This is an optimization exercise on Yosys and OpenROAD, whose aim is small area, not a production implementation. The RTL was checked by simulation tests, not by an equivalence proof against the original design. Power is estimated from default activity; no workload was simulated.

<file path="design.v">
module t11_cpu(
  input         clk,
  input         reset,
  output [15:0] addr,
  input  [15:0] din,
  output [15:0] dout,
  output        wr_n
);
localparam F0 = 5'd0;   
localparam F1 = 5'd1;   
localparam F2 = 5'd2;   
localparam J0 = 5'd3;   
localparam N2 = 5'd4;   
localparam B0 = 5'd5;   
localparam B1 = 5'd6;
localparam B2 = 5'd7;
localparam B3 = 5'd8;   
localparam B4 = 5'd9;
localparam B5 = 5'd10;  
localparam PS = 5'd11;  
localparam D1 = 5'd12;  
localparam PD = 5'd13;  
localparam S0 = 5'd16;
localparam T0 = 5'd20;
reg [127:0] RF;         
reg [15:0]  W1, IR, DI;
reg         Z;
reg [4:0]   st;
wire       i6 = IR[15];
wire [2:0] i5 = IR[14:12];
wire [2:0] i4 = IR[11:9];
wire [2:0] i3 = IR[8:6];
wire [2:0] i2 = IR[5:3];
wire [2:0] i1 = IR[2:0];
wire rt   = st[4];
wire dst  = st[2];
wire [1:0] step = st[1:0];
wire src  = rt & ~dst;
wire dstr = rt & dst;
wire [2:0] smode = i5 == 3'd0 ? i2 : i5 == 3'd1 ? i4 : {i5[1:0], 1'b0};
wire [2:0] mode  = dst ? i2 : smode;
wire m0   = mode == 3'd0;
wire m1   = mode == 3'd1;
wire m24  = mode == 3'd2 || mode == 3'd4;    
wire m35  = mode == 3'd3 || mode == 3'd5;    
wire mdec = mode[2];                          
wire m67  = mode[2] & mode[1];
wire s_addr_r  = (st == F0) | (rt & step == 2'd0 & ~m0 & ~m67);
wire s_addr_di = rt & step == 2'd1 & m35;
wire s_wr      = dstr & ((step == 2'd0 & (m1 | m24)) | (step == 2'd1 & m35));
wire s_w1_rd   = src & step == 2'd0 & m0;                        
wire s_w1_di   = src & ((step == 2'd1 & (m1 | m24)) | (step == 2'd2 & m35));
wire s_incdec  = rt & ((step == {~dst, dst} & m24) | (step == {1'b1, ~dst} & m35));
wire s_t0      = dstr & step == 2'd0 & m0;                       
wire last      = rt & (m0 | m67 & step == 2'd0 | s_incdec | (m1 & step == {1'b0, ~dst}));
wire use_pc = (st == F0) | (st == F2) | (st == B5);
wire [2:0] ridx = ~rt ? 3'd7 : (dst | i5 == 3'd0) ? i1 : i3;
wire sel_w1 = (st == D1) | s_t0;
wire sel_di = s_addr_di | s_w1_di;
wire sel_rf = use_pc | s_addr_r | s_w1_rd | s_incdec;
wire sel_ps = reset & (st == J0);
reg [15:0] pc_rst;
always @(*)
  case (din[15:13])
    3'd0: pc_rst = 16'hc004;
    3'd1: pc_rst = 16'h8004;
    3'd2: pc_rst = 16'h4004;
    3'd3: pc_rst = 16'h2004;
    3'd4: pc_rst = 16'h1004;
    3'd5: pc_rst = 16'h0004;
    3'd6: pc_rst = 16'hf604;
    default: pc_rst = 16'hf404;
  endcase
reg [15:0] X;
integer k;
always @(*) begin
  X = ({16{sel_w1}} & W1) | ({16{sel_di}} & DI) | ({16{sel_ps}} & pc_rst);
  for (k = 0; k < 8; k = k + 1)
    X = X | ({16{sel_rf && ridx == k}} & RF[k*16 +: 16]);
end
wire w2 = ~i6 | (i1[2:1] == 2'b11);
wire sub = (s_incdec & mdec) | (st == D1) | (st == B5) | (st == B4);
wire [4:0] K = (st == B5) ? {IR[3:0], 1'b0} :
               (st == F2 | s_incdec) ? {3'b000, w2, ~w2} :
               (st == D1 | st == B4) ? 5'd1 : 5'd0;
wire [15:0] Kx = {11'd0, K} ^ {16{sub}};
reg [15:0] ALU;
reg c;
integer b;
always @(*) begin
  c = sub;
  for (b = 0; b < 16; b = b + 1) begin
    ALU[b] = X[b] ^ Kx[b] ^ c;
    c = (X[b] & Kx[b]) | (c & (X[b] ^ Kx[b]));
  end
end
assign addr = (s_addr_r | s_addr_di) ? X : 16'd0;
assign dout = W1;
assign wr_n = ~s_wr;
wire rf_we = ~reset & ((st == F2) | (st == B5) | s_incdec | s_t0);
wire [2:0] widx = use_pc ? 3'd7 : src ? i3 : i1;
integer r;
always @(posedge clk) begin
  for (r = 0; r < 8; r = r + 1) begin
    if ((rf_we && widx == r) || (reset && r == 7)) begin
      RF[r*16 +: 8] <= ALU[7:0];
      if (!i6 || reset) RF[r*16+8 +: 8] <= ALU[15:8];
    end
  end
end
wire w1_we = ~reset & (s_w1_rd | s_w1_di | (st == D1) | (st == B1) | (st == B4));
always @(posedge clk) begin
  if (w1_we) W1[7:0] <= ALU[7:0];
  if (w1_we & ~i6) W1[15:8] <= ALU[15:8];
end
always @(posedge clk) begin
  DI <= din;
  if (st == F1) IR[7:0] <= DI[7:0];
  if (st == F1 && !i6) IR[14:8] <= DI[14:8];
  if (reset) IR[15] <= 1'b0;
  else if (st == F1 && !i6) IR[15] <= DI[15];
end
always @(posedge clk) begin
  if (st == D1) Z <= W1 == 16'd1;    
  else if (st == B3) Z <= IR[3:0] == 4'd0 && (~i6 || W1[14:8] == 7'd0);
end
reg [4:0] nst;
always @(*) begin
  case (st)
    F0: nst = F1;
    F1: nst = F2;
    F2: nst = i5 == 3'd0 ? (i4 == 3'd0 ? F0 : i4 == 3'd1 ? B0 : i4 == 3'd5 ? PS : J0) :
              i5 == 3'd1 ? PS :
              (i5 == 3'd4 || i5 == 3'd5 || i5 == 3'd6) ? S0 : J0;
    N2: nst = J0;
    B0: nst = Z ? N2 : B1;
    B1: nst = B2;
    B2: nst = B3;
    B3: nst = B4;
    B4: nst = B5;
    B5: nst = J0;
    PS: nst = S0;
    D1: nst = PD;
    PD: nst = T0;
    default:
      if (rt) begin
        if (m67 && step == 2'd0) nst = F0;
        else if (last) nst = dst ? (i5 == 3'd1 ? N2 : J0) :
                                   (i5 == 3'd1 ? PD : i5 == 3'd0 ? D1 : J0);
        else nst = st + 5'd1;
      end else nst = F0;    
  endcase
end
always @(posedge clk)
  if (reset) st <= J0;
  else st <= nst;
endmodule
</file>
<file path="flow/run.sh">
#!/bin/bash
cp standard.sh standard_sh_copy.log
export BUFFER_PORTS_ARGS="-buffer_cell sky130_fd_sc_hd__buf_1"
export CTS_ARGS="-sink_clustering_enable -repair_clock_nets -dont_use_dummy_load -buf_list \"sky130_fd_sc_hd__clkbuf_4 sky130_fd_sc_hd__clkbuf_8\""
bash standard.sh > standard_sh.log 2>&1
</file>
<file path="standard.sh">
#!/bin/bash
# synth_recipe.tcl (not shown) runs the flow's synth.tcl, then flattens the netlist and writes it again
# the make line also repeats each setting of config.mk as NAME=value (left out here)
make -C /OpenROAD-flow-scripts/flow DESIGN_CONFIG=/design/flow/config.mk WORK_HOME=/design/flow/orfs CLKGATE_MAP_FILE= SYNTH_SCRIPT=/design/flow/synth_recipe.tcl "${@:-finish}"
</file>
<file path="config.mk">
export PLATFORM = sky130hd
export DESIGN_NAME = t11_cpu
export DESIGN_NICKNAME = t11_cpu
export VERILOG_FILES = /design/flow/design.v
export SDC_FILE = /design/flow/constraint.sdc
export NUM_CORES = 4
export LEC_CHECK = 0
export CAP_MARGIN = 20
export CORE_MARGIN = 2
export CORE_UTILIZATION = 40
export SLEW_MARGIN = 20
</file>
<file path="constraint.sdc">
create_clock -name core_clock -period 11.0 [get_ports {clk}]
set_input_delay 2.2000 -clock core_clock [delete_from_list [all_inputs] [get_ports {clk}]]
set_output_delay 2.2000 -clock core_clock [all_outputs]
set_load 0.01 [all_outputs]
</file>
==> results by group, run 1 <==
Outcome
  – Outcome: complete, no violations

Synthesis
  – Synthesized Nets: 655
  – Top post-synthesis cells by area: edfxtp_1, dfxtp_1, fa_1
  – Post-synthesis register bit count: 182
  – Synth area leader: edfxtp_1
  – Syn. warnings: 1
  – Yosys cell types: 69
  – Mapped Avg Cell Area: 13.1 um2
  – Synth Cell Area: 8110 um2
  – Post-synthesis sequential area ratio: 64.7%
  – EDFF count, synth: 160
  – Ys flop type: edfxtp_1
  – Top cell type's share of synthesized area: 59.3%
  – Post-synth ARST share: 0%
  – Syn Inst Count: 617

Drt
  – Post-Route M1 WL: 8560 um
  – DR WL/cell: 23.0 um
  – WL met2: 10,700 um
  – Max layer used: met4
  – Via-to-Cell Ratio: 5.99
  – Router iterations before antenna repair: 6
  – Final ANT Viol Nets: 0
  – DR DRC count: 0
  – DR WL met3: 1510 um
  – Drt total wl: about 21,000 um
  – Drt initial violations: 641
  – Routed via count: around 5,600

Floorplan
  – # IOs: 51
  – Initial Util: about two fifths
  – Rows: 52
  – Die Ht: roughly 150 um
  – Die ar.: 21,400 um2
  – Core Region: ~20,000 um2
  – Die W: 146 um

Clock network
  – H-tree Lvls: 4
  – Clock transition at path regs: 90 ps
  – Clock tree buffer depth: 2
  – Root Driver: clkbuf_8
  – CTS Hold Bufs: 0
  – Clock latency (worst-skew pair): about 450 ps
  – Total clock sinks: roughly 180
  – Num CTS Buffers: 17
  – Post-CTS Setup Bufs: 0
  – Cts repair resizes: 0
  – TritonCTS clock tree: built

Critical path
  – Reg2Reg Launch Point: IR[14]$_DFFE_PP_
  – Max incr delay on CP: around 580 ps
  – Crit-path max FO: 14
  – Critical path capture point type: register
  – WS Path Type: reg2reg
  – Worst path cell trace: nor3_2 -> nor4_1 -> o21a_1 -> a222oi_1 -> nor2_1 -> a2111oi_0 -> o21ai_1 -> fa_1 -> fa_1 -> fa_1 -> fa_1 -> fa_1 -> fa_1 -> fa_1 -> fa_1 -> fa_1 -> fa_1 -> fa_1 -> fa_1 -> fa_1 -> fa_1 -> xnor2_1 -> xnor2_1
  – CP Data Required Time: 11,140 ps
  – Crit path DAT: 10,510 ps
  – Cell mode on critical path: fa_1
  – Setup crit start kind: register
  – CP Launch Point: IR[14]$_DFFE_PP_
  – Worst-path cell with the longest stage delay: a2111oi_0

Layout
  – Fin area: about 9000 um2
  – Most frequent cells in the layout: edfxtp_1, buf_1, nand2_1
  – Area Growth Syn to Fin: 8.63%
  – Final core occ: 43.9%
  – Share of layout cells above drive strength 1: under 10%
  – Final Non-Filler Cells: about 930
  – Final #Nets: 702
  – Leading cell type in the layout, fill and taps excluded: edfxtp_1
  – Number of antenna diodes: 0

Placement
  – Port bufs: 50
  – RePlAce Congestion: slightly above 0.9
  – DP Worst Slack: about 750 ps
  – HPWL after DPL: 15,300 um
  – Placed cell count: 914
  – Cell Area, Placed: 8560 um2

Timing
  – Min Tclk post-route: 10,370 ps
  – Final Skew: 37.0 ps
  – Final Setup Violations: 0
  – Max-slew violation total from the final report: 0
  – Setup TNS: 0 ps
  – Fmax: 96.5 MHz
  – Final Hold Viols: 0
  – Final period utilization: 94.3%
  – RSZ-0062 raised after global routing: false
  – Worst rel slew slack: 32.7%
  – Fin worst setup slack: 632 ps
  – Slew @ Worst Pin: 1010 ps

GRT
  – Initial antenna violation count: 0
  – First-pass GRT wire length: 32,300 um
  – Largest net degree at the start of global routing: 20
  – Number of global-route vias before repair: between 5,000 and 6,000
  – Total grt overflow: 0
  – Tot GR Track Use: 20.2%

Power and ir drop
  – PwrDens: 248 nW/um2
  – VDD IR max: 99.8 uV
  – Leakage power total: 2.94 nW

Worst hold path
  – Hold path startpoint: DI[12]$_DFF_P_
  – Hold crit path type: reg2reg

Job
  – Max_cap viols: 0
## final cells by class
| class | instances | area, um2 |
|---|---|---|
| flip-flops and latches | 182 | 5250 |
| repair buffers | 62 | 278 |
| fillers | 1859 | 11200 |
| clock buffers | 17 | 234 |
| well taps | 270 | 338 |
| multi-input cells | 389 | 2670 |
| inverters | 12 | 45.0 |
## per-stage QoR
| step | hold slack (ps) | total power [W] |
|---|---|---|
| finish | 432 | 0.00218 |
| global route | 445 | 0.00229 |
| CTS | 433 | 0.00218 |
| detailed placement | 428 | 0.00185 |
| global placement | 444 | 0.00184 |
| floorplan | 408 | 0.00157 |
## worst max-delay path: cells and delay by family, from the launching register on
kind,cells,cell delay [ps]
flops,1,530
xor+xnor,2,690
fa+ha+maj,14,6480
compound gates,4,1650
simple gates,3,690
## cells by family after synthesis
logic type / count (synthesis) / share of synthesized area [%]
buffers and inverters: 46 / 2.47
AO/OA/AOI/OAI: 173 / 15.5
flip-flops: 182 / 64.7
adder cells (fa/ha/maj): 20 / 4.38
XOR/XNOR: 7 / 0.756
AND/OR/NAND/NOR: 183 / 11.5
multiplexers: 6 / 0.772
## cells in the mapped netlist (all sizes together), types with 3 or more instances
cell,number
a222oi,17
ha,6
nor4,6
nand3,21
a21oi,29
a2111oi,4
nor3,7
a22oi,26
a21o,6
o211ai,5
o21a,4
and3,10
xnor2,4
clkbuf,22
nor2,37
dfxtp,22
a22o,4
a31oi,7
o2111ai,5
o22ai,3
nand2b,8
fa,14
and2,8
o21ai,30
nand4,4
edfxtp,160
nor2b,17
a221oi,11
a221o,5
inv,11
nand2,48
xor2,3
buf,12
o31ai,3
mux2i,4
or2,5
## report_power, final
group | switching (W) | total [W] | internal [W]
combinational | 0.000546 | 0.000791 | 0.000246
clock | 0.000198 | 0.000334 | 0.000137
sequential | 0.0000540 | 0.00106 | 0.00100
total | 0.000797 | 0.00218 | 0.00138
## per-layer routing
| metal | track usage (%) | vias to the layer above |
|---|---|---|
| met2 | 33.8 | 262 |
| met5 | 0 | - |
| li1 | - | 2490 |
| met3 | 5.13 | 54 |
| met1 | 25.1 | 2778 |
| met4 | 8.30 | 0 |
## path summary, 6_finish.rpt
check / endpoint / cells after the start / slack, ps
min: IR[12]$_DFFE_PP_ / 0 / 430
max: W1[15]$_DFFE_PP_ / 23 / 630
max reg2reg: W1[15]$_DFFE_PP_ / 23 / 630
min reg2reg: IR[12]$_DFFE_PP_ / 0 / 430
## flip-flops by register name, indices dropped and copies added (netlist names)
| name | count |
|---|---|
| Z | 1 |
| RF | 128 |
| IR | 16 |
| W1 | 16 |
| st | 5 |
| DI | 16 |
==> inputs of run 2 (changes only) <==
==> flow/run.sh (replaced) <==
#!/bin/bash
cp standard.sh standard_sh_copy.log
export BUFFER_PORTS_ARGS="-buffer_cell sky130_fd_sc_hd__buf_1"
export CTS_ARGS="-sink_clustering_enable -repair_clock_nets -dont_use_dummy_load -buf_list sky130_fd_sc_hd__clkbuf_8"
bash standard.sh > standard_sh.log 2>&1
--- a/config.mk
+++ b/config.mk
@@ -8,4 +8,4 @@
 export CAP_MARGIN = 20
 export CORE_MARGIN = 2
-export CORE_UTILIZATION = 40
+export CORE_UTILIZATION = 70
 export SLEW_MARGIN = 20
==> results by group, run 2 <==
Critical path
  – WS Path Type: reg2reg
  – Critical path capture point type: register
  – Worst-path cell with the longest stage delay: xnor2_1
  – Register-to-Register Path Depth: 25
  – CP Data Required Time: 11,160 ps
  – Setup crit start kind: register
  – Cell mode on critical path: fa_1
  – Cell family with most CP delay: adder cells
  – WP depth: 25
  – Crit-path max FO: 13
  – CP Buf/Inv Count: 1
  – Max incr delay on CP: 560 ps
  – Crit path DAT: 10,630 ps

Synthesis
  – Synthesized Nets: 655
  – Count leader, synth: edfxtp_1
  – Mapped Avg Cell Area: 13.1 um2
  – Synth cell count leaders: edfxtp_1, nand2_1, nor2_1
  – EDFF count, synth: 160
  – Synth Cell Area: 8110 um2
  – Yosys cell types: 69
  – Synth area leader: edfxtp_1
  – Post-synthesis register bit count: 182
  – Syn Inst Count: 617
  – Ys flop type: edfxtp_1
  – Post-synth ARST share: 0%
  – Top cell type's share of synthesized area: 59.3%
  – Top post-synthesis cells by area: edfxtp_1, dfxtp_1, fa_1
  – Syn. warnings: 1
  – Post-synthesis sequential area ratio: about two thirds

Floorplan
  – # IOs: 51
  – Die Ht: 112 um
  – Initial Util: 71.3%
  – Rows: 39
  – Die W: 112 um
  – Die ar.: ~12,000 um2
  – Core Region: 11,400 um2

Drt
  – Routed via count: 5,926
  – DR WL/cell: 26.8 um
  – DR DRC count: 0
  – Drt initial violations: 1,196
  – Final ANT Viol Nets: 0
  – Drt total wl: 21,600 um
  – Via-to-Cell Ratio: 7.36
  – Router iterations before antenna repair: 8

Placement
  – Cell Area, Placed: between 8000 and 9000 um2
  – HPWL after DPL: 15,000 um
  – RePlAce Congestion: about 1
  – Port bufs: 50

Timing
  – Final Skew: 31.9 ps
  – Final Setup Violations: 0
  – Worst rel slew slack: 30.7%
  – RSZ-0062 raised after global routing: false
  – Fmax: 95.5 MHz
  – Final Hold Viols: 0
  – Max-slew violation total from the final report: 0
  – Slew @ Worst Pin: about 1000 ps
  – Setup TNS: 0 ps
  – Min Tclk post-route: 10,480 ps
  – Final period utilization: 95.2%

Layout
  – Number of antenna diodes: 0
  – Register with the most flip-flops: RF
  – Max reg flops: around 130
  – Leading cell type in the layout, fill and taps excluded: edfxtp_1
  – Share of layout cells above drive strength 1: 6.34%
  – Most frequent cells in the layout: edfxtp_1, buf_1, nand2_1
  – Area of the multi-input gates: 2670 um2
  – Fin area: 8650 um2
  – Reg area: about 5200 um2
  – Fillers: between 600 and 700
  – Final #Nets: 702
  – Area Growth Syn to Fin: 6.67%

GRT
  – First-pass GRT wire length: 32,800 um
  – Initial antenna violation count: 0
  – Tot GR Track Use: a little over a third
  – Largest net degree at the start of global routing: 24
  – Number of global-route vias before repair: 5,834
  – Total grt overflow: 0

Clock network
  – Cts repair resizes: 0
  – Clock transition at path regs: 70 ps
  – TritonCTS clock tree: built
  – Post-CTS Setup Bufs: 0
  – Total clock sinks: approximately 180
  – Root Driver: clkbuf_8
  – CTS Hold Bufs: 0
  – Clock latency (worst-skew pair): 480 ps
  – H-tree Lvls: 4
  – Clock tree buffer depth: 2
  – Num CTS Buffers: 17

Worst hold path
  – Hold crit path type: reg2reg
  – Hold path cells: 0

Power and ir drop
  – PwrDens: 254 nW/um2
  – VDD IR max: between 200 and 250 uV
  – Leakage power total: 2.94 nW
  – Total power: about 0.0022 W

Outcome
  – Outcome: complete, no violations

Job
  – Max_cap viols: 0
run 2: cell counts after synthesis:
No cell type changed its count.
run 2: metal layers:
layer | vias to the layer above | global-route usage, % | share of wire (%)
li1 | 2501 | - | -
met1 | 2843 | 47.8 | 37
met2 | 498 | 55.7 | 49
met3 | 84 | 9.15 | 11
met4 | 0 | 15.5 | 3.4
met5 | - | 0 | 0
run 2: path summary, 6_finish.rpt:
check | startpoint | end | slack (ps)
setup / recovery | IR[14]$_DFFE_PP_ | RF[111]$_DFFE_PP_ | 520
setup reg to reg | IR[14]$_DFFE_PP_ | RF[111]$_DFFE_PP_ | 520
hold / removal | DI[14]$_DFF_P_ | IR[14]$_DFFE_PP_ | 440
hold reg to reg | DI[14]$_DFF_P_ | IR[14]$_DFFE_PP_ | 440
run 2: final cells by class:
class                   count  share of cell area, %
multi-input cells         389                   30.8
flip-flops and latches    182                   60.6
clock buffers              17                   2.71
repair buffers             62                   3.21
inverters                  12                  0.521
well taps                 143                   2.07
run 2: cells by family (layout without fill, tap and decap cells):
kind of cell    after synthesis  count (layout)  share of synthesized area (%)
buf+inv                      46              91                           2.47
mux                           6               6                          0.772
flops                       182             182                           64.7
xor+xnor                      7               7                          0.756
compound gates              173             173                           15.5
simple gates                183             183                           11.5
fa+ha+maj                    20              20                           4.38
run 2: power breakdown:
group | leakage [nW] | switching (W) | internal, W
logic | 1.14 | 0.000554 | 0.000246
registers | 1.67 | 0.0000557 | 0.00100
clock network | 0.122 | 0.000203 | 0.000137
total | 2.94 | 0.000813 | 0.00139
run 2: through the flow:
step | cells | hold WS, ps | setup slack (ps) | util, %
after detailed placement | 788 | 423 | 722 | 74.0
after CTS | 805 | 438 | 581 | 76.0
after global placement | 788 | 425 | 1030 | 74.0
after global routing | 805 | 454 | 39.6 | 76.1
final | 805 | 443 | 524 | 76.1
after floorplan | 617 | 408 | 1400 | -
==> inputs of run 3 (changes only) <==
==> flow/run.sh (replaced) <==
#!/bin/bash
cp standard.sh standard_sh_copy.log
export BUFFER_PORTS_ARGS="-buffer_cell sky130_fd_sc_hd__buf_1"
export CTS_ARGS="-sink_clustering_enable -repair_clock_nets -dont_use_dummy_load -buf_list sky130_fd_sc_hd__clkbuf_8 -wire_unit 40"
bash standard.sh > standard_sh.log 2>&1
--- a/config.mk
+++ b/config.mk
@@ -8,4 +8,4 @@
 export CAP_MARGIN = 20
 export CORE_MARGIN = 2
-export CORE_UTILIZATION = 70
+export CORE_UTILIZATION = 40
 export SLEW_MARGIN = 20
==> results by group, run 3 <==
Timing
  – RSZ-0062 raised after global routing: false
  – Final Skew: 37.0 ps
  – Final Hold Viols: 0
  – Setup TNS: 0 ps
  – Final period utilization: around 94%
  – Fin worst setup slack: ~630 ps
  – Fmax: 96.5 MHz
  – Final hold slack: roughly 430 ps
  – Slew @ Worst Pin: 1010 ps
  – Min Tclk post-route: 10,370 ps
  – Final Setup Violations: 0
  – Worst rel slew slack: 32.7%
  – Max-slew violation total from the final report: 0

Critical path
  – Crit path DAT: 10,510 ps
  – Max incr delay on CP: 580 ps
  – Critical path capture point type: register
  – Crit-path max FO: 14
  – Cell mode on critical path: fa_1
  – Worst path cell trace: nor3_2 -> nor4_1 -> o21a_1 -> a222oi_1 -> nor2_1 -> a2111oi_0 -> o21ai_1 -> fa_1 -> fa_1 -> fa_1 -> fa_1 -> fa_1 -> fa_1 -> fa_1 -> fa_1 -> fa_1 -> fa_1 -> fa_1 -> fa_1 -> fa_1 -> fa_1 -> xnor2_1 -> xnor2_1
  – Register-to-Register Path Depth: 23
  – WS Path Type: reg2reg
  – CP Data Required Time: 11,140 ps
  – Worst-path cell with the longest stage delay: a2111oi_0
  – Setup crit start kind: register

Placement
  – DP Worst Slack: 748 ps
  – HPWL after DPL: 15,300 um
  – Port bufs: 50
  – Cell Area, Placed: around 8600 um2
  – RePlAce Congestion: 0.933

Floorplan
  – Core Region: 20,000 um2
  – Initial Util: 40.5%
  – Die W: roughly 150 um
  – Die Ht: 146 um
  – Die ar.: 21,400 um2
  – Rows: 52
  – # IOs: 51

GRT
  – Total grt overflow: 0
  – First-pass GRT wire length: 32,300 um
  – Initial antenna violation count: 0
  – Largest net degree at the start of global routing: 20
  – Number of global-route vias before repair: ~5,400
  – Tot GR Track Use: 20.2%

Synthesis
  – Syn. warnings: 1
  – Ys flop type: edfxtp_1
  – Post-synthesis sequential area ratio: 64.7%
  – Synthesized Nets: 655
  – Yosys cell types: 69
  – Top post-synthesis cells by area: edfxtp_1, dfxtp_1, fa_1
  – Top cell type's share of synthesized area: 59.3%
  – Syn Inst Count: 617
  – Post-synth ARST share: 0%
  – Mapped Avg Cell Area: 13.1 um2
  – Synth Cell Area: 8110 um2
  – EDFF count, synth: 160
  – Synth area leader: edfxtp_1
  – Synth cell count leaders: edfxtp_1, nand2_1, nor2_1
  – Count leader, synth: edfxtp_1
  – Post-synthesis register bit count: roughly 180

Drt
  – Router iterations before antenna repair: 6
  – Routed via count: 5,584
  – DR DRC count: 0
  – Drt total wl: 21,500 um
  – DR WL/cell: 23.0 um
  – Final ANT Viol Nets: 0
  – Via-to-Cell Ratio: 5.99
  – Drt initial violations: 641

Layout
  – Final #Nets: ~700
  – Share of layout cells above drive strength 1: approximately 6.3%
  – Number of antenna diodes: 0
  – Area of the multi-input gates: 2670 um2
  – Register with the most flip-flops: RF
  – Fin area: about 9000 um2
  – Area Growth Syn to Fin: 8.63%
  – Max reg flops: 128
  – Most frequent cells in the layout: edfxtp_1, buf_1, nand2_1
  – Leading cell type in the layout, fill and taps excluded: edfxtp_1
  – Fillers: 1,859
  – Reg area: 5250 um2

Clock network
  – Num CTS Buffers: 17
  – CTS Hold Bufs: 0
  – H-tree Lvls: 4
  – Total clock sinks: about 180
  – Root Driver: clkbuf_8
  – Post-CTS Setup Bufs: 0
  – TritonCTS clock tree: built
  – Clock latency (worst-skew pair): 450 ps
  – Clock tree buffer depth: 2
  – Clock transition at path regs: 90 ps
  – Cts repair resizes: 0

Power and ir drop
  – Leakage power total: 2.94 nW
  – VDD IR max: 99.8 uV
  – PwrDens: 248 nW/um2

Job
  – Max_cap viols: 0

Outcome
  – Outcome: complete, no violations

Worst hold path
  – Hold path cells: 0
  – Hold crit path type: reg2reg
==> run 3: cell counts after synthesis <==
Identical to the previous run, type by type.
==> run 3: power by group <==
group / switching (W) / total (W) / internal (W)
Sequential: 0.0000540 / 0.00106 / 0.00100
Combinational: 0.000546 / 0.000791 / 0.000246
Clock: 0.000198 / 0.000334 / 0.000137
Total: 0.000797 / 0.00218 / 0.00138
==> run 3: path summary, 6_finish.rpt <==
kind	startpoint	endpoint	slack (ps)
max	IR[14]$_DFFE_PP_	W1[15]$_DFFE_PP_	630
min	DI[12]$_DFF_P_	IR[12]$_DFFE_PP_	430
max reg2reg	IR[14]$_DFFE_PP_	W1[15]$_DFFE_PP_	630
min reg2reg	DI[12]$_DFF_P_	IR[12]$_DFFE_PP_	430
==> run 3: layer usage <==
metal  vias to the layer above  part of all wire, %  track usage [%]
met2                       262                   50             33.8
met5                         -                    0                0
met3                        54                  7.0             5.13
met4                         0                  3.5             8.30
met1                      2778                   40             25.1
li1                       2490                    -                -
==> run 3: metrics by stage <==
| stage | util, % | std cells | power [W] |
|---|---|---|---|
| after floorplan | - | 617 | 0.00157 |
| after global placement | 42.7 | 914 | 0.00184 |
| after detailed placement | 42.7 | 914 | 0.00185 |
| after CTS | 43.9 | 931 | 0.00218 |
| after global routing | 43.9 | 932 | 0.00229 |
| final | 43.9 | 932 | 0.00218 |
==> run 3: kinds of logic after synthesis <==
kind of cell / after synthesis / share of synthesized area [%]
AND/OR/NAND/NOR: 183 / 11.5
flip-flops: 182 / 64.7
AO/OA/AOI/OAI: 173 / 15.5
buffers and inverters: 46 / 2.47
adder cells (fa/ha/maj): 20 / 4.38
XOR/XNOR: 7 / 0.756
multiplexers: 6 / 0.772
==> run 3: final cells by class <==
cell class	instances	area share [%]
repair buffers	62	3.15
inverters	12	0.511
well taps	270	3.84
clock buffers	17	2.66
multi-input cells	389	30.3
flip-flops and latches	182	59.6
==> run 3: worst max-delay path, delay by kind of cell, from the launching register on <==
kind                       cells  cell delay (ps)
adders and majority gates     14             6480
AOI/OAI and AO/OA              4             1650
xor gates and xnor gates       2              690
DFF                            1              530
and+or+nand+nor                3              690
==> inputs of run 4 (changes only) <==
==> flow/run.sh (replaced) <==
#!/bin/bash
# The standard layout (standard.sh) with three changes:
#  - synthesis maps the logic with ABC's area-oriented mapper (flow/abc_area.script,
#    used through ABC_AREA=1 from a copy of the ORFS scripts folder); the synthesis
#    script itself and every register it makes are unchanged;
#  - ports are buffered with the smallest buffer (buf_1);
#  - CTS builds its tree from clkbuf_8 and adds no dummy loads.
set -e
cp standard.sh standard_sh_copy.log
rm -rf scripts_abc_area
cp -r "$FLOW_HOME/scripts" scripts_abc_area
cp flow/abc_area.script scripts_abc_area/abc_area.script
SCRIPTS_DIR="$PWD/scripts_abc_area" bash standard.sh synth > standard_synth.log 2>&1
export BUFFER_PORTS_ARGS="-buffer_cell sky130_fd_sc_hd__buf_1"
export CTS_ARGS="-sink_clustering_enable -repair_clock_nets -dont_use_dummy_load -buf_list sky130_fd_sc_hd__clkbuf_8"
bash standard.sh > standard_finish.log 2>&1
==> flow/abc_area.script (new file) <==
strash; dch -f; amap; topo; stime -c
--- a/config.mk
+++ b/config.mk
@@ -6,6 +6,8 @@
 export NUM_CORES = 4
 export LEC_CHECK = 0
-export CAP_MARGIN = 20
+export ABC_AREA = 1
+export CAP_MARGIN = 0
 export CORE_MARGIN = 2
 export CORE_UTILIZATION = 40
-export SLEW_MARGIN = 20
+export GPL_TIMING_DRIVEN = 0
+export SLEW_MARGIN = 0
==> results by group, run 4 <==
Power and ir drop
  – PwrDens: 257 nW/um2
  – VDD IR max: between 80 and 90 uV
  – Total power: 0.00222 W
  – Leakage power total: around 2.7 nW

Synthesis
  – Syn. warnings: 1
  – Synth cell count leaders: edfxtp_1, nor2_1, clkinv_1
  – Post-synthesis sequential area ratio: 70.1%
  – Top post-synthesis cells by area: edfxtp_1, dfxtp_1, fa_1
  – Mapped Avg Cell Area: approximately 14 um2
  – EDFF count, synth: 160
  – Synthesized Nets: roughly 570
  – Post-synth ARST share: 0%
  – Synth area leader: edfxtp_1
  – Synth Cell Area: 7480 um2
  – Ys flop type: edfxtp_1
  – Top cell type's share of synthesized area: 64.2%
  – Post-synthesis register bit count: 182
  – Count leader, synth: edfxtp_1
  – Syn Inst Count: 528
  – Yosys cell types: 38

Floorplan
  – Die Ht: 141 um
  – Core Region: 18,500 um2
  – Rows: 50
  – Initial Util: 40.4%
  – # IOs: 51
  – Die W: 141 um
  – Die ar.: 19,800 um2

Layout
  – Most frequent cells in the layout: edfxtp_1, nor2_1, buf_1
  – Register with the most flip-flops: RF
  – Leading cell type in the layout, fill and taps excluded: edfxtp_1
  – Max reg flops: 128
  – Area Growth Syn to Fin: 15.6%
  – Fillers: 1,628
  – Number of antenna diodes: 0
  – Area of the multi-input gates: 2290 um2
  – Share of layout cells above drive strength 1: 13.2%
  – Fin area: slightly below 9000 um2
  – Reg area: around 5200 um2
  – Final #Nets: ~660

Worst hold path
  – Hold crit path type: reg2reg

Timing
  – Final period utilization: 96.5%
  – Min Tclk post-route: between 10,000 and 15,000 ps
  – Fin worst setup slack: 388 ps
  – Final hold slack: 426 ps
  – Final Setup Violations: 0
  – Fmax: between 90 and 100 MHz
  – Final Skew: 42.8 ps
  – Worst rel slew slack: 4.16%
  – Final Hold Viols: 0
  – Slew @ Worst Pin: 1440 ps
  – Max-slew violation total from the final report: 0
  – RSZ-0062 raised after global routing: false

Drt
  – Router iterations before antenna repair: 6
  – Drt initial violations: 690
  – Final ANT Viol Nets: 0
  – Drt total wl: 20,000 um
  – DR DRC count: 0
  – Via-to-Cell Ratio: 6.09
  – DR WL/cell: about 23 um
  – Routed via count: 5,211

Clock network
  – TritonCTS clock tree: built
  – Num CTS Buffers: 17
  – CTS Hold Bufs: 0
  – Clock transition at path regs: approximately 70 ps
  – Clock tree buffer depth: 2
  – Clock latency (worst-skew pair): 460 ps
  – Root Driver: clkbuf_8
  – Total clock sinks: 182
  – H-tree Lvls: 4

GRT
  – Grt met1 use: 27.1%
  – Number of global-route vias before repair: between 5,000 and 6,000
  – M2 GR Usage: 34.8%
  – First-pass GRT wire length: 30,100 um
  – Largest net degree at the start of global routing: 18
  – Met3 GRT Util: under 10%
  – Tot GR Track Use: approximately a fifth
  – Total grt overflow: 0
  – Initial antenna violation count: 0
  – GRT busiest layer: met2

Critical path
  – Cell mode on critical path: fa_2
  – Setup crit start kind: register
  – CP Capture Point: W1[15]$_DFFE_PP_
  – Worst-path cell with the longest stage delay: fa_1
  – CP Launch Point: IR[14]$_DFFE_PP_
  – Cell family with most CP delay: adder cells
  – Critical path capture point type: register
  – Register-to-Register Path Depth: 38
  – WS Path Type: reg2reg
  – Reg2Reg Launch Point: IR[14]$_DFFE_PP_
  – CP Data Required Time: 11,190 ps
  – WP depth: 38
  – CP Buf/Inv Count: 6
  – R2r endpoint: W1[15]$_DFFE_PP_
  – Crit-path max FO: 10
  – Crit path DAT: around 11,000 ps
  – Max incr delay on CP: 470 ps
  – Worst R2R Setup Slack: slightly below 400 ps

Placement
  – HPWL after DPL: 13,900 um
  – DP Worst Slack: -1960 ps
  – Port bufs: 50
  – RePlAce Congestion: 0.887
  – Cell Area, Placed: 8230 um2

Outcome
  – Outcome: complete, no violations

Job
  – Max_cap viols: 0
==> run 4: kinds of logic after synthesis <==
group	count (synthesis)	share of synthesized area, %
AO/OA/AOI/OAI	124	12.8
buffers and inverters	38	1.91
flip-flops	182	70.1
XOR/XNOR	1	0.117
AND/OR/NAND/NOR	163	10.4
adder cells (fa/ha/maj)	20	4.75
==> run 4: worst min-delay path by stage <==
stage	startpoint	to	cells past startpoint
3_5_place_dp	DI[14]$_DFF_P_	IR[14]$_DFFE_PP_	0
5_1_grt	DI[14]$_DFF_P_	IR[14]$_DFFE_PP_	0
3_3_place_gp	DI[14]$_DFF_P_	IR[14]$_DFFE_PP_	0
4_1_cts	DI[14]$_DFF_P_	IR[14]$_DFFE_PP_	0
2_1_floorplan	DI[10]$_DFF_P_	IR[10]$_DFFE_PP_	0
6_report	DI[14]$_DFF_P_	IR[14]$_DFFE_PP_	0
==> run 4: final cells by class <==
cell class | instances | area share, %
tap | 234 | 3.38
timing repair buffer | 76 | 5.16
inverter | 38 | 1.68
clock buffer | 17 | 2.70
sequential | 182 | 60.6
multi-input combinational | 308 | 26.4
==> run 4: per-stage QoR <==
stage	setup TNS (ps)	instances	util, %
final	0	855	46.7
after global routing	0	855	46.7
after CTS	0	853	46.5
after detailed placement	-47420	828	44.4
after global placement	-48570	812	43.0
after floorplan	0	528	-
==> run 4: worst reg2reg max path: cells and delay by family, from the launching register on <==
kind                       cells  cell delay [ps]
adders and majority gates     14             6110
DFF                            1              390
xor gates and xnor gates       1              170
buffers and inverters          6              860
AOI/OAI and AO/OA              6             1160
and+or+nand+nor               11             1720
==> run 4: routing by layer <==
layer  up-vias  wire [um]
li1       2294          -
met1      2625       8070
met2       254      10000
met3        38       1560
met4         0        349
met5         -          0
==> run 4: what timing repair did <==
item | in CTS | in global routing
buffers inserted | 8 | 2
resized for setup | 25 | 9
pin swaps | 5 | 3
setup endpoints to repair | 45 | 18
==> run 4: report_power, final <==
part           total (W)  switching (W)  internal, W
combinational   0.000795       0.000522     0.000273
clock           0.000336       0.000199     0.000137
sequential       0.00109      0.0000491      0.00104
total            0.00222       0.000770      0.00145
==> inputs of run 5 (changes only) <==
--- a/config.mk
+++ b/config.mk
@@ -7,7 +7,7 @@
 export LEC_CHECK = 0
 export ABC_AREA = 1
-export CAP_MARGIN = 0
+export CAP_MARGIN = 20
 export CORE_MARGIN = 2
 export CORE_UTILIZATION = 40
 export GPL_TIMING_DRIVEN = 0
-export SLEW_MARGIN = 0
+export SLEW_MARGIN = 20
==> results by group, run 5 <==
Clock network
  – Clock transition at path regs: 60 ps
  – Total clock sinks: 182
  – Clock tree buffer depth: 2
  – Root Driver: clkbuf_8
  – H-tree Lvls: 4
  – Clock latency (worst-skew pair): 460 ps
  – CTS Hold Bufs: 0
  – Num CTS Buffers: 17
  – TritonCTS clock tree: built

Power and ir drop
  – VDD IR max: 95.6 uV
  – Total power: 0.00221 W
  – PwrDens: 255 nW/um2
  – Leakage power total: around 2.8 nW

Drt
  – Final ANT Viol Nets: 0
  – Router iterations before antenna repair: 7
  – DR WL/cell: about 23 um
  – Drt initial violations: 503
  – Via-to-Cell Ratio: 6.00
  – DR DRC count: 0
  – Drt total wl: 19,900 um
  – Routed via count: 5,188

GRT
  – Tot GR Track Use: about a fifth
  – First-pass GRT wire length: roughly 30,000 um
  – Total grt overflow: 0
  – Initial antenna violation count: 0
  – Largest net degree at the start of global routing: 19
  – Number of global-route vias before repair: 5,132

Timing
  – Worst rel slew slack: 34.3%
  – Slew @ Worst Pin: 981 ps
  – Final Setup Violations: 0
  – Fin worst setup slack: 377 ps
  – Final period utilization: 96.6%
  – Min Tclk post-route: 10,620 ps
  – Setup TNS: 0 ps
  – Final Skew: 37.6 ps
  – Max-slew violation total from the final report: 0
  – Fmax: 94.1 MHz
  – Final Hold Viols: 0

Synthesis
  – Yosys cell types: 38
  – Synth area leader: edfxtp_1
  – Mapped Avg Cell Area: 14.2 um2
  – Post-synthesis sequential area ratio: 70.1%
  – Post-synth ARST share: 0%
  – Top post-synthesis cells by area: edfxtp_1, dfxtp_1, fa_1
  – Syn Inst Count: ~530
  – Synthesized Nets: 566
  – Syn. warnings: 1
  – Ys flop type: edfxtp_1
  – EDFF count, synth: 160
  – Count leader, synth: edfxtp_1
  – Synth Cell Area: 7480 um2
  – Top cell type's share of synthesized area: 64.2%
  – Post-synthesis register bit count: roughly 180
  – Synth cell count leaders: edfxtp_1, nor2_1, clkinv_1

Critical path
  – Cell mode on critical path: fa_2
  – CP Data Required Time: ~11,000 ps
  – Max incr delay on CP: 480 ps
  – Worst-path cell with the longest stage delay: fa_1
  – Setup crit start kind: register
  – Crit path DAT: 10,810 ps
  – WS Path Type: reg2reg
  – Crit-path max FO: 7
  – Critical path capture point type: register

Layout
  – Most frequent cells in the layout: edfxtp_1, nor2_1, buf_1
  – Register with the most flip-flops: RF
  – Final Non-Filler Cells: approximately 860
  – Leading cell type in the layout, fill and taps excluded: edfxtp_1
  – Max reg flops: 128
  – Final #Nets: 670
  – Number of antenna diodes: 0
  – Area Growth Syn to Fin: 16.1%
  – Share of layout cells above drive strength 1: 15.1%

Placement
  – DP Worst Slack: -1950 ps
  – Placed cell count: 835
  – RePlAce Congestion: just under 0.9
  – HPWL after DPL: 14,200 um
  – Port bufs: 50

Floorplan
  – Rows: 50
  – Initial Util: 40.4%
  – Die W: 141 um
  – Die Ht: 141 um
  – Die ar.: 19,800 um2
  – # IOs: 51
  – Core Region: 18,500 um2

Outcome
  – Outcome: complete, no violations

Job
  – Max_cap viols: 0

Worst hold path
  – Hold crit path type: reg2reg
[run 5: cell count changes in the layout (fill, tap and decap cells not counted), sizes merged]
cell and change:
buf +9
[run 5: layer usage]
metal	track usage, %	part of all wire, %	vias up
met1	26.6	40	2586
met3	4.11	7.7	45
li1	-	-	2313
met4	9.79	3.5	0
met2	33.1	48	244
met5	0	0	-
[run 5: report_power, final]
| group | leakage [nW] | internal [W] | switching [W] |
|---|---|---|---|
| Clock | 0.122 | 0.000137 | 0.000198 |
| Sequential | 1.67 | 0.00104 | 0.0000481 |
| Combinational | 0.984 | 0.000268 | 0.000518 |
| Total | 2.77 | 0.00145 | 0.000764 |
[run 5: worst max-delay path, delay by kind of cell (launching register included)]
family	cells	cell delay [ps]
AO/OA/AOI/OAI	7	1400
adder cells (fa/ha/maj)	14	6170
buffers and inverters	5	760
flip-flops	1	410
XOR/XNOR	1	160
AND/OR/NAND/NOR	9	1460
[run 5: final cells by class]
cell class | count | area [um2]
Fill cell | 1640 | 9830
Sequential cell | 182 | 5250
Multi-Input combinational cell | 308 | 2290
Timing Repair Buffer | 85 | 478
Tap cell | 234 | 293
Clock buffer | 17 | 234
Inverter | 38 | 145
[run 5: what timing repair did]
action | CTS | global route
pin swaps | 5 | 2
endpoints found under the setup margin | 45 | 18
gates resized for setup | 23 | 11
hold endpoints to repair | 0 | 0
buffers inserted | 8 | 4
[run 5: worst paths after layout]
path,from,to,slack (ps),cells past startpoint
max,IR[14]$_DFFE_PP_,RF[31]$_DFFE_PP_,380,36
max reg2reg,IR[14]$_DFFE_PP_,RF[31]$_DFFE_PP_,380,36
min,DI[14]$_DFF_P_,IR[14]$_DFFE_PP_,430,0
min reg2reg,DI[14]$_DFF_P_,IR[14]$_DFFE_PP_,430,0
[run 5: cells by family after synthesis]
family                   after synthesis  synth area share [%]
AO/OA/AOI/OAI                        124                  12.8
buffers and inverters                 38                  1.91
AND/OR/NAND/NOR                      163                  10.4
XOR/XNOR                               1                 0.117
adder cells (fa/ha/maj)               20                  4.75
flip-flops                           182                  70.1
[run 5: stage by stage]
stage / utilization [%] / hold WS, ps / area [um2]
floorplan: - / 407 / 7490
global placement: 43.0 / 421 / 7970
detailed placement: 44.6 / 424 / 8250
CTS: 46.6 / 439 / 8630
global route: 46.9 / 457 / 8690
finish: 46.9 / 432 / 8690
==> inputs of run 6 (changes only) <==
==> flow/abc_area.script (replaced) <==
strash
dch -f
amap
topo
stime -c
buffer -c
upsize -c
dnsize -c
--- a/config.mk
+++ b/config.mk
@@ -10,4 +10,3 @@
 export CORE_MARGIN = 2
 export CORE_UTILIZATION = 40
-export GPL_TIMING_DRIVEN = 0
 export SLEW_MARGIN = 20
==> results by group, run 6 <==
Synthesis
  – Post-synthesis sequential area ratio: ~69%
  – Top post-synthesis cells by area: edfxtp_1, dfxtp_1, fa_1
  – Syn. warnings: 1
  – Count leader, synth: edfxtp_1
  – Mapped Avg Cell Area: ~14 um2
  – Synth area leader: edfxtp_1
  – EDFF count, synth: 160
  – Synthesized Nets: around 580
  – Ys flop type: edfxtp_1
  – Post-synthesis register bit count: ~180
  – Synth Cell Area: 7640 um2
  – Top cell type's share of synthesized area: 62.9%
  – Yosys cell types: 56
  – Post-synth ARST share: 0%
  – Synth cell count leaders: edfxtp_1, nor2_1, inv_1
  – Syn Inst Count: around 540

Power and ir drop
  – Leakage power total: 2.83 nW
  – VDD IR max: 95.5 uV
  – PwrDens: 259 nW/um2
  – Total power: 0.00223 W

Critical path
  – Critical path capture point type: register
  – R2r endpoint: RF[79]$_DFFE_PP_
  – CP Buf/Inv Count: 4
  – CP Capture Point: RF[79]$_DFFE_PP_
  – Cell mode on critical path: fa_1
  – Crit path DAT: approximately 11,000 ps
  – CP Data Required Time: 11,150 ps
  – Crit-path max FO: 6
  – Setup crit start kind: register
  – Reg2Reg Launch Point: IR[14]$_DFFE_PP_
  – Max incr delay on CP: 470 ps
  – Register-to-Register Path Depth: 37
  – CP Launch Point: IR[14]$_DFFE_PP_
  – Cell family with most CP delay: adder cells
  – Worst-path cell with the longest stage delay: fa_1
  – WP depth: 37
  – WS Path Type: reg2reg
  – Worst R2R Setup Slack: 530 ps

Floorplan
  – Rows: 50
  – Die Ht: 142 um
  – Core Region: 18,700 um2
  – Die ar.: 20,200 um2
  – Initial Util: 40.8%
  – # IOs: 51
  – Die W: between 100 and 150 um

Layout
  – Final core occ: a little under half
  – Fillers: between 1,500 and 2,000
  – Share of layout cells above drive strength 1: 13.1%
  – Register with the most flip-flops: RF
  – Most frequent cells in the layout: edfxtp_1, nor2_1, buf_1
  – Leading cell type in the layout, fill and taps excluded: edfxtp_1
  – Number of antenna diodes: 0
  – Max reg flops: 128
  – Area Growth Syn to Fin: 12.7%
  – Final #Nets: 660

GRT
  – Tot GR Track Use: 20.4%
  – Number of global-route vias before repair: approximately 5,100
  – Largest net degree at the start of global routing: 19
  – Initial antenna violation count: 0
  – Total grt overflow: 0
  – First-pass GRT wire length: 29,700 um

Drt
  – Routed via count: about 5,000
  – Drt initial violations: roughly 700
  – Via-to-Cell Ratio: 5.84
  – Router iterations before antenna repair: 6
  – Drt total wl: just under 20,000 um
  – Final ANT Viol Nets: 0
  – DR WL/cell: about 23 um
  – DR DRC count: 0

Timing
  – Fin worst setup slack: 532 ps
  – Final Setup Violations: 0
  – Slew @ Worst Pin: about 1000 ps
  – Fmax: 95.5 MHz
  – Final period utilization: a little over nine tenths
  – Max-slew violation total from the final report: 0
  – Min Tclk post-route: about 10,000 ps
  – Final Skew: approximately 40 ps
  – Worst rel slew slack: a little over a third
  – Final Hold Viols: 0

Clock network
  – Clock latency (worst-skew pair): 470 ps
  – TritonCTS clock tree: built
  – Root Driver: clkbuf_8
  – Clock transition at path regs: 80 ps
  – H-tree Lvls: 4
  – Clock tree buffer depth: 2
  – Total clock sinks: 182
  – Num CTS Buffers: 17

Outcome
  – Outcome: complete, no violations

Job
  – Max_cap viols: 0

Placement
  – DP Worst Slack: 243 ps
  – RePlAce Congestion: 0.886
  – Port bufs: 50
  – HPWL after DPL: roughly 14,000 um

Worst hold path
  – Hold crit path type: reg2reg
## run 6: changes by cell type after synthesis, moves of 3 or more
cell      change
nor2_4        +3
nor2_1        -4
or2_0         -5
clkinv_1     -36
or2_2         +3
clkbuf_1     +13
inv_1        +34
## run 6: final cells by class
type,count,area [um2],area share (%)
clock buffer,17,234,2.72
inverter,38,145,1.69
multi-input combinational,309,2320,26.9
sequential,182,5250,61.0
tap,234,293,3.40
timing repair buffer,74,372,4.32
## run 6: logic make-up (layout without fill, tap and decap cells)
kind of cell             count (synthesis)  after routing  share of synthesized area [%]
flip-flops                             182            182                           68.7
AND/OR/NAND/NOR                        163            163                           10.8
AO/OA/AOI/OAI                          124            124                           12.9
buffers and inverters                   54            129                           2.85
adder cells (fa/ha/maj)                 20             20                           4.65
XOR/XNOR                                 1              2                          0.115
## run 6: how the worst min path moves through the flow
stage / start / to / cells after the start
CTS: DI[5]$_DFF_P_ / IR[5]$_DFFE_PP_ / 0
finish: DI[5]$_DFF_P_ / IR[5]$_DFFE_PP_ / 0
detailed placement: DI[5]$_DFF_P_ / IR[5]$_DFFE_PP_ / 0
global route: DI[5]$_DFF_P_ / IR[5]$_DFFE_PP_ / 0
floorplan: DI[10]$_DFF_P_ / IR[10]$_DFFE_PP_ / 0
global placement: DI[1]$_DFF_P_ / IR[1]$_DFFE_PP_ / 0
## run 6: where the power goes
| group | internal [W] | switching (W) |
|---|---|---|
| clock | 0.000137 | 0.000198 |
| sequential | 0.00104 | 0.0000487 |
| combinational | 0.000260 | 0.000542 |
## run 6: metal layers
metal	track usage (%)	wire, um	part of all wire (%)	vias to the layer above
li1	-	-	-	2288
met2	32.9	9610	48	214
met5	0	0	0	-
met4	8.32	600	3.0	0
met3	4.31	1420	7.1	34
met1	27.0	8250	42	2450
## run 6: timing repair
action	CTS	global route
hold buffers	0	0
gates resized for setup	0	14
setup buffers	0	3
setup endpoints to repair	0	18
## run 6: stage by stage
| stage | instances | setup TNS, ps | area (um2) | hold slack, ps |
|---|---|---|---|---|
| after floorplan | 544 | 0 | 7640 | 407 |
| after global placement | 833 | 0 | 8270 | 439 |
| after detailed placement | 833 | 0 | 8270 | 418 |
| after CTS | 850 | 0 | 8500 | 437 |
| after global routing | 854 | -114 | 8610 | 453 |
| final | 854 | 0 | 8610 | 437 |
==> inputs of run 7 (changes only) <==
==> flow/abc_area.script (replaced) <==
&get -n
&st
&dch -f
&nf -R 1000
&put
topo
stime -c
==> results by group, run 7 <==
Synthesis
  – Syn Inst Count: 526
  – Synthesized Nets: between 500 and 600
  – Syn. warnings: 1
  – Synth cell count leaders: edfxtp_1, nand2_1, a22oi_1
  – Yosys cell types: 41
  – Top cell type's share of synthesized area: 63.6%
  – Ys flop type: edfxtp_1
  – Post-synth ARST share: 0%
  – Count leader, synth: edfxtp_1
  – Post-synthesis register bit count: about 180
  – Mapped Avg Cell Area: approximately 14 um2
  – EDFF count, synth: 160
  – Top post-synthesis cells by area: edfxtp_1, dfxtp_1, fa_1
  – Synth Cell Area: 7560 um2
  – Post-synthesis sequential area ratio: 69.4%
  – Synth area leader: edfxtp_1

Floorplan
  – Rows: 50
  – Die W: between 100 and 150 um
  – # IOs: 51
  – Initial Util: between 40% and 50%
  – Core Region: around 19,000 um2
  – Die ar.: 20,000 um2
  – Die Ht: 141 um

Layout
  – Most frequent cells in the layout: edfxtp_1, nand2_1, buf_1
  – Fin area: 8690 um2
  – Share of layout cells above drive strength 1: ~12%
  – Leading cell type in the layout, fill and taps excluded: edfxtp_1
  – Register with the most flip-flops: RF
  – Fillers: 1,640
  – Number of antenna diodes: 0
  – Final Non-Filler Cells: 865
  – Final #Nets: 671
  – Max reg flops: 128
  – Area Growth Syn to Fin: 14.9%

Timing
  – Final Hold Viols: 0
  – Max-slew violation total from the final report: 0
  – Final Setup Violations: 0
  – Final Skew: 52.1 ps
  – Min Tclk post-route: around 11,000 ps
  – Fin worst setup slack: 444 ps
  – Worst rel slew slack: 27.9%
  – Fmax: 94.7 MHz
  – Final hold slack: about 430 ps
  – Slew @ Worst Pin: 1080 ps
  – Final period utilization: 96.0%

Drt
  – DR WL/cell: 23.4 um
  – Drt initial violations: 593
  – Via-to-Cell Ratio: 6.00
  – Final ANT Viol Nets: 0
  – Router iterations before antenna repair: 7
  – DR DRC count: 0
  – Drt total wl: 20,200 um
  – Routed via count: around 5,200

Clock network
  – Clock tree buffer depth: 2
  – Num CTS Buffers: 17
  – H-tree Lvls: 4
  – CTS Hold Bufs: 0
  – TritonCTS clock tree: built
  – Clock latency (worst-skew pair): about 470 ps
  – Root Driver: clkbuf_8
  – Clock transition at path regs: 70 ps
  – Total clock sinks: ~180

Outcome
  – Outcome: complete, no violations

GRT
  – Largest net degree at the start of global routing: 20
  – Tot GR Track Use: approximately a fifth
  – Total grt overflow: 0
  – Initial antenna violation count: 0
  – First-pass GRT wire length: 30,600 um
  – Number of global-route vias before repair: 5,077

Critical path
  – Cell family with most CP delay: adder cells
  – Crit path DAT: 10,750 ps
  – WS Path Type: reg2reg
  – CP Data Required Time: 11,200 ps
  – Critical path capture point type: register
  – Cell mode on critical path: fa_1
  – Worst-path cell with the longest stage delay: fa_1
  – CP Buf/Inv Count: 1
  – Max incr delay on CP: 480 ps
  – Crit-path max FO: 5
  – Setup crit start kind: register

Placement
  – RePlAce Congestion: roughly 0.93
  – DP Worst Slack: -8.72 ps
  – HPWL after DPL: around 14,000 um
  – Placed cell count: 841
  – Port bufs: 50
  – Cell Area, Placed: about 8400 um2

Power and ir drop
  – VDD IR max: 82.0 uV
  – Total power: between 0.002 and 0.0025 W
  – PwrDens: 247 nW/um2
  – Leakage power total: between 2 and 3 nW

Worst hold path
  – Hold crit path type: reg2reg

Job
  – Max_cap viols: 0
run 7: worst paths after layout:
path	slack, ps	start	cells past startpoint	to
min	430	DI[13]$_DFF_P_	0	IR[13]$_DFFE_PP_
max reg2reg	440	IR[14]$_DFFE_PP_	34	RF[111]$_DFFE_PP_
min reg2reg	430	DI[13]$_DFF_P_	0	IR[13]$_DFFE_PP_
max	440	IR[14]$_DFFE_PP_	34	RF[111]$_DFFE_PP_
run 7: cell families (layout without fill, tap and decap cells):
logic type | after synthesis | count (layout) | share of synthesized area, %
xor gates and xnor gates | 7 | 7 | 0.811
AOI/OAI and AO/OA | 125 | 125 | 12.4
buffers and inverters | 8 | 113 | 0.397
adders and majority gates | 20 | 20 | 4.70
DFF | 182 | 182 | 69.4
muxes | 4 | 4 | 0.530
and+or+nand+nor | 180 | 180 | 11.7
run 7: worst reg2reg max path, delay by kind of cell, from the launching register on:
family / cells / cell delay, ps
adders and majority gates: 14 / 6500
and+or+nand+nor: 11 / 1680
AOI/OAI and AO/OA: 5 / 1060
DFF: 1 / 410
xor gates and xnor gates: 2 / 320
buffers and inverters: 1 / 170
muxes: 1 / 150
run 7: area by class of cell:
| type | instances | area [um2] | share of cell area [%] |
|---|---|---|---|
| multi-input cells | 336 | 2410 | 27.8 |
| inverters | 8 | 30.0 | 0.346 |
| well taps | 234 | 293 | 3.37 |
| repair buffers | 88 | 473 | 5.44 |
| clock buffers | 17 | 234 | 2.69 |
| flip-flops and latches | 182 | 5250 | 60.4 |
run 7: layer usage:
metal  track usage, %  vias to the layer above  wire, um
met5                0                        -         0
met4             6.00                        0       350
met3             3.24                       23      1260
met2             34.2                      206      9870
met1             28.3                     2626      8720
li1                 -                     2334         -
run 7: metrics by stage:
| stage | setup TNS [ps] | utilization [%] |
|---|---|---|
| after global routing | -9.41 | 46.6 |
| after global placement | 0 | 44.8 |
| after CTS | 0 | 46.2 |
| after detailed placement | -77.8 | 44.9 |
| after floorplan | 0 | - |
| final | 0 | 46.6 |
run 7: power by group:
part / leakage, nW / internal [W] / switching (W)
registers: 1.67 / 0.00101 / 0.0000505
clock network: 0.122 / 0.000137 / 0.000203
logic: 1.11 / 0.000242 / 0.000498
total: 2.90 / 0.00139 / 0.000751
run 7: timing repair:
action	in CTS	in global routing
gates resized for setup	1	11
buffers inserted	0	7
setup endpoints to repair	9	18
endpoints found under the hold margin	0	0
pin swaps	0	4
==> inputs of run 8 (changes only) <==
==> flow/abc_area.script (replaced) <==
strash; dch -f; amap; topo; stime -c
--- a/config.mk
+++ b/config.mk
@@ -10,3 +10,4 @@
 export CORE_MARGIN = 2
 export CORE_UTILIZATION = 40
+export PLACE_DENSITY = 0.8
 export SLEW_MARGIN = 20
==> results by group, run 8 <==
Critical path
  – Worst-path cell with the longest stage delay: fa_1
  – Cell mode on critical path: fa_1
  – Critical path capture point type: register
  – Worst R2R Setup Slack: 510 ps
  – CP Data Required Time: 11,160 ps
  – Max incr delay on CP: 480 ps
  – Setup crit start kind: register
  – CP Buf/Inv Count: 4
  – WS Path Type: reg2reg
  – Cell family with most CP delay: adder cells
  – Crit path DAT: approximately 11,000 ps
  – Crit-path max FO: 6

Layout
  – Fillers: 1,552
  – Max reg flops: 128
  – Final #Nets: 668
  – Leading cell type in the layout, fill and taps excluded: edfxtp_1
  – Reg area: 5250 um2
  – Share of layout cells above drive strength 1: 12.4%
  – Area Growth Syn to Fin: 14.8%
  – Register with the most flip-flops: RF
  – Most frequent cells in the layout: edfxtp_1, nor2_1, buf_1
  – Fin area: 8590 um2
  – Area of the multi-input gates: 2250 um2
  – Number of antenna diodes: 0
  – Final core occ: between 40% and 50%

Synthesis
  – Yosys cell types: 38
  – Post-synth ARST share: 0%
  – Top post-synthesis cells by area: edfxtp_1, dfxtp_1, fa_1
  – Synth area leader: edfxtp_1
  – Syn. warnings: 1
  – Syn Inst Count: 528
  – Synth cell count leaders: edfxtp_1, nor2_1, clkinv_1
  – Synthesized Nets: 566
  – Post-synthesis register bit count: 182
  – Synth Cell Area: 7480 um2
  – Count leader, synth: edfxtp_1
  – Mapped Avg Cell Area: 14.2 um2
  – EDFF count, synth: 160
  – Ys flop type: edfxtp_1
  – Top cell type's share of synthesized area: 64.2%
  – Post-synthesis sequential area ratio: a little over two thirds

Placement
  – RePlAce Congestion: 0.952
  – Cell Area, Placed: 8240 um2
  – Port bufs: 50
  – DP Worst Slack: -142 ps
  – HPWL after DPL: between 10,000 and 15,000 um

Power and ir drop
  – Leakage power total: 2.75 nW
  – VDD IR max: 119 uV
  – Sequential power share: 49.6%
  – Psw: a little under 0.0008 W
  – Clock power frac: 15.2%
  – Sw Ratio: 35.1%
  – Internal power: 0.00143 W
  – Comb power frac: 35.2%
  – PwrDens: 256 nW/um2

Timing
  – Fin worst setup slack: 514 ps
  – Max-slew violation total from the final report: 0
  – Final Hold Viols: 0
  – Setup TNS: 0 ps
  – Worst rel slew slack: 26.7%
  – Min Tclk post-route: 10,490 ps
  – Slew @ Worst Pin: 1100 ps
  – Final period utilization: 95.3%
  – Fmax: around 95 MHz
  – Final Setup Violations: 0
  – Final Skew: around 30 ps

Clock network
  – Clock tree buffer depth: 2
  – Clock transition at path regs: 70 ps
  – TritonCTS clock tree: built
  – Num CTS Buffers: 17
  – Clock latency (worst-skew pair): about 470 ps
  – H-tree Lvls: 4
  – Total clock sinks: 182
  – Root Driver: clkbuf_8

Drt
  – Via-to-Cell Ratio: between 6 and 7
  – Routed via count: 5,259
  – DR WL/cell: 23.1 um
  – Drt total wl: 19,900 um
  – Final ANT Viol Nets: 0
  – Router iterations before antenna repair: 6
  – DR DRC count: 0
  – Drt initial violations: 641

Floorplan
  – Initial Util: roughly two fifths
  – Die Ht: 141 um
  – Die ar.: 19,800 um2
  – Rows: 50
  – # IOs: 51
  – Core Region: 18,500 um2
  – Die W: 141 um

GRT
  – First-pass GRT wire length: 29,700 um
  – Initial antenna violation count: 0
  – Number of global-route vias before repair: 5,080
  – Largest net degree at the start of global routing: 17
  – Total grt overflow: 0
  – Tot GR Track Use: 20.5%

Job
  – Max_cap viols: 0

Outcome
  – Outcome: complete, no violations

Worst hold path
  – Hold crit path type: reg2reg
[run 8: timing repair]
action / 4_1_cts / 5_1_grt
cloned: 0 / 1
setup endpoints to repair: 9 / 18
setup buffers: 0 / 4
pin swaps: 0 / 4
hold buffers: 0 / 0
resized for setup: 2 / 18
[run 8: final cells by class]
| class | instances | area share, % |
|---|---|---|
| sequential | 182 | 61.0 |
| multi-input combinational | 309 | 26.2 |
| timing repair buffer | 82 | 4.98 |
| tap | 234 | 3.41 |
| clock buffer | 17 | 2.72 |
| inverter | 38 | 1.66 |
[run 8: worst paths after layout]
check	from	to	cells past startpoint
min reg2reg	DI[9]$_DFF_P_	IR[9]$_DFFE_PP_	0
min	DI[9]$_DFF_P_	IR[9]$_DFFE_PP_	0
max	IR[14]$_DFFE_PP_	RF[31]$_DFFE_PP_	35
max reg2reg	IR[14]$_DFFE_PP_	RF[31]$_DFFE_PP_	35
[run 8: kinds of logic after synthesis]
group                    after synthesis  share of synthesized area, %
flip-flops                           182                          70.1
buffers and inverters                 38                          1.91
XOR/XNOR                               1                         0.117
AO/OA/AOI/OAI                        124                          12.8
adder cells (fa/ha/maj)               20                          4.75
AND/OR/NAND/NOR                      163                          10.4
[run 8: power by group through the flow]
| stage | clock (W) | combinational, W | sequential (W) |
|---|---|---|---|
| detailed placement | 0 | 0.000719 | 0.00110 |
| CTS | 0.000339 | 0.000726 | 0.00109 |
| global placement | 0 | 0.000706 | 0.00110 |
| global route | 0.000363 | 0.000846 | 0.00110 |
| floorplan | 0 | 0.000455 | 0.00109 |
| finish | 0.000334 | 0.000773 | 0.00109 |
[run 8: per-layer routing]
metal | track usage [%] | routed length, um | vias up
met4 | 10.4 | 875 | 0
met5 | 0 | 0 | -
li1 | - | - | 2316
met1 | 26.5 | 7430 | 2545
met3 | 5.81 | 2090 | 64
met2 | 31.8 | 9480 | 334
[run 8: metrics by stage]
| step | hold slack (ps) | total power (W) | cells |
|---|---|---|---|
| floorplan | 407 | 0.00154 | 528 |
| global placement | 457 | 0.00181 | 840 |
| detailed placement | 456 | 0.00182 | 840 |
| CTS | 468 | 0.00215 | 857 |
| global route | 470 | 0.00231 | 862 |
| finish | 462 | 0.00220 | 862 |
==> inputs of run 9 (changes only) <==
--- a/config.mk
+++ b/config.mk
@@ -10,4 +10,3 @@
 export CORE_MARGIN = 2
 export CORE_UTILIZATION = 40
-export PLACE_DENSITY = 0.8
 export SLEW_MARGIN = 20
==> results by group, run 9 <==
Timing
  – Min Tclk post-route: 10,450 ps
  – Final Skew: 41.8 ps
  – Fmax: 95.7 MHz
  – Final Hold Viols: 0
  – Final period utilization: 95.0%
  – Final hold slack: 453 ps
  – Slew @ Worst Pin: 1080 ps
  – Worst rel slew slack: 28.1%
  – Fin worst setup slack: 554 ps
  – Final Setup Violations: 0
  – Max-slew violation total from the final report: 0

Critical path
  – Setup crit start kind: register
  – Register-to-Register Path Depth: 34
  – CP Data Required Time: 11,130 ps
  – Critical path capture point type: register
  – Max incr delay on CP: about 470 ps
  – Worst-path cell with the longest stage delay: fa_1
  – Cell mode on critical path: fa_1
  – Crit-path max FO: 5
  – Crit path DAT: around 11,000 ps
  – WS Path Type: reg2reg

Synthesis
  – Syn Inst Count: 528
  – Mapped Avg Cell Area: 14.2 um2
  – Post-synthesis register bit count: 182
  – Post-synth ARST share: 0%
  – Synth Cell Area: 7480 um2
  – Top post-synthesis cells by area: edfxtp_1, dfxtp_1, fa_1
  – Synth cell count leaders: edfxtp_1, nor2_1, clkinv_1
  – Synth area leader: edfxtp_1
  – Post-synthesis sequential area ratio: a little over two thirds
  – Count leader, synth: edfxtp_1
  – Yosys cell types: 38
  – Syn. warnings: 1
  – Synthesized Nets: 566
  – Ys flop type: edfxtp_1
  – EDFF count, synth: 160
  – Top cell type's share of synthesized area: approximately 64%

Clock network
  – Num CTS Buffers: 17
  – CTS Hold Bufs: 0
  – Clock tree buffer depth: 2
  – TritonCTS clock tree: built
  – H-tree Lvls: 4
  – Total clock sinks: 182
  – Clock latency (worst-skew pair): 470 ps
  – Root Driver: clkbuf_8
  – Clock transition at path regs: 80 ps

Floorplan
  – # IOs: 51
  – Die ar.: approximately 20,000 um2
  – Core Region: 18,500 um2
  – Die W: 141 um
  – Die Ht: 141 um
  – Rows: 50
  – Initial Util: between 40% and 50%

Placement
  – Placed cell count: 841
  – RePlAce Congestion: 0.895
  – DP Worst Slack: -202 ps
  – HPWL after DPL: 14,200 um
  – Port bufs: 50

Drt
  – Via-to-Cell Ratio: ~6.0
  – Post-Route M1 WL: 8280 um
  – WL met2: 10,300 um
  – DR WL/cell: 23.9 um
  – Routed via count: 5,133
  – Drt total wl: 20,600 um
  – DR WL met3: ~1500 um
  – Router iterations before antenna repair: 8
  – Max layer used: met4
  – Final ANT Viol Nets: 0
  – DR DRC count: 0
  – Drt initial violations: a little over 600

Worst hold path
  – Hold crit path type: reg2reg
  – Hold path cells: 0

GRT
  – Tot GR Track Use: 21.2%
  – Total grt overflow: 0
  – Number of global-route vias before repair: 5,225
  – First-pass GRT wire length: 30,800 um
  – Largest net degree at the start of global routing: 19
  – Initial antenna violation count: 0

Layout
  – Most frequent cells in the layout: edfxtp_1, nor2_1, buf_1
  – Final core occ: 46.5%
  – Number of antenna diodes: 0
  – Register with the most flip-flops: RF
  – Area Growth Syn to Fin: 15.1%
  – Final #Nets: approximately 670
  – Max reg flops: around 130
  – Share of layout cells above drive strength 1: ~13%
  – Final Non-Filler Cells: 861
  – Leading cell type in the layout, fill and taps excluded: edfxtp_1

Power and ir drop
  – Total power: roughly 0.0022 W
  – PwrDens: 257 nW/um2
  – VDD IR max: 91.5 uV
  – Leakage power total: between 2 and 3 nW

Outcome
  – Outcome: complete, no violations

Job
  – Max_cap viols: 0
[run 9: final timing paths]
path	from	end	slack, ps
worst max register to register	IR[14]$_DFFE_PP_	RF[31]$_DFFE_PP_	550
worst max-delay path	IR[14]$_DFFE_PP_	RF[31]$_DFFE_PP_	550
worst min-delay path	DI[1]$_DFF_P_	IR[1]$_DFFE_PP_	450
worst min register to register	DI[1]$_DFF_P_	IR[1]$_DFFE_PP_	450
[run 9: power breakdown]
part	internal [W]	switching [W]	leakage (nW)
Sequential	0.00104	0.0000446	1.67
Clock	0.000137	0.000198	0.122
Combinational	0.000261	0.000534	0.954
Total	0.00144	0.000777	2.74
[run 9: final cells by class]
cell class              instances  area [um2]
fillers                      1661        9900
flip-flops and latches        182        5250
multi-input cells             309        2270
repair buffers                 81         433
well taps                     234         293
clock buffers                  17         234
inverters                      38         143
[run 9: cells by family (layout without fill, tap and decap cells)]
logic type,after synthesis,count (layout),share of synthesized area (%)
flops,182,182,70.1
simple gates,163,163,10.4
compound gates,124,124,12.8
buf+inv,38,136,1.91
fa+ha+maj,20,20,4.75
xor+xnor,1,2,0.117
[run 9: through the flow]
step           cell area [um2]  setup TNS (ps)
2_1_floorplan             7490               0
3_3_place_gp              8260           -39.9
3_5_place_dp              8260           -1820
4_1_cts                   8500               0
5_1_grt                   8620           -32.7
6_report                  8620               0
[run 9: layer usage]
layer,vias to the layer above,global-route usage [%]
li1,2305,-
met1,2579,27.7
met2,215,35.5
met3,34,3.84
met4,0,8.05
met5,-,0
[run 9: timing repair]
action / 4_1_cts / 5_1_grt
endpoints found under the setup margin: 9 / 18
pin swaps: 0 / 5
buffers inserted: 0 / 2
gates cloned: 0 / 1
resized for setup: 3 / 20
[run 9: worst max-delay path: cells and delay by family, from the launching register on]
family	cells	cell delay [ps]
AOI/OAI and AO/OA	7	1470
xor gates and xnor gates	1	170
adders and majority gates	14	6370
buffers and inverters	3	430
DFF	1	400
and+or+nand+nor	9	1290

-- what the ideal ports hide --
The results above use ideal ports. As a check the final layouts listed here were re-extracted and re-timed, cells and wires unchanged.
Step 1, drivers: a clkbuf_16 drives clk and a buf_2 each remaining input, both assumed.
Step 2 times the ports against the registers' clock, not the clock port: input delays grow and output delays shrink by t, the midpoint of the rising clock arrivals with the driver on.
Slacks: no drivers / after step 1 / after step 2; pairs: no drivers / after step 1.
run	shift t [ns]	setup slack, ns
run 1	0.481	0.632 / 0.632 / 0.632
run 2	0.496	0.524 / 0.524 / 0.524
run 3	0.481	0.632 / 0.632 / 0.632
run 4	0.474	0.388 / 0.388 / 0.388
run 5	0.485	0.377 / 0.377 / 0.377
run 6	0.489	0.532 / 0.532 / 0.532
run 7	0.481	0.444 / 0.444 / 0.444
run 8	0.490	0.514 / 0.514 / 0.514
run 9	0.484	0.554 / 0.554 / 0.554
After both steps every run listed still meets setup and hold.
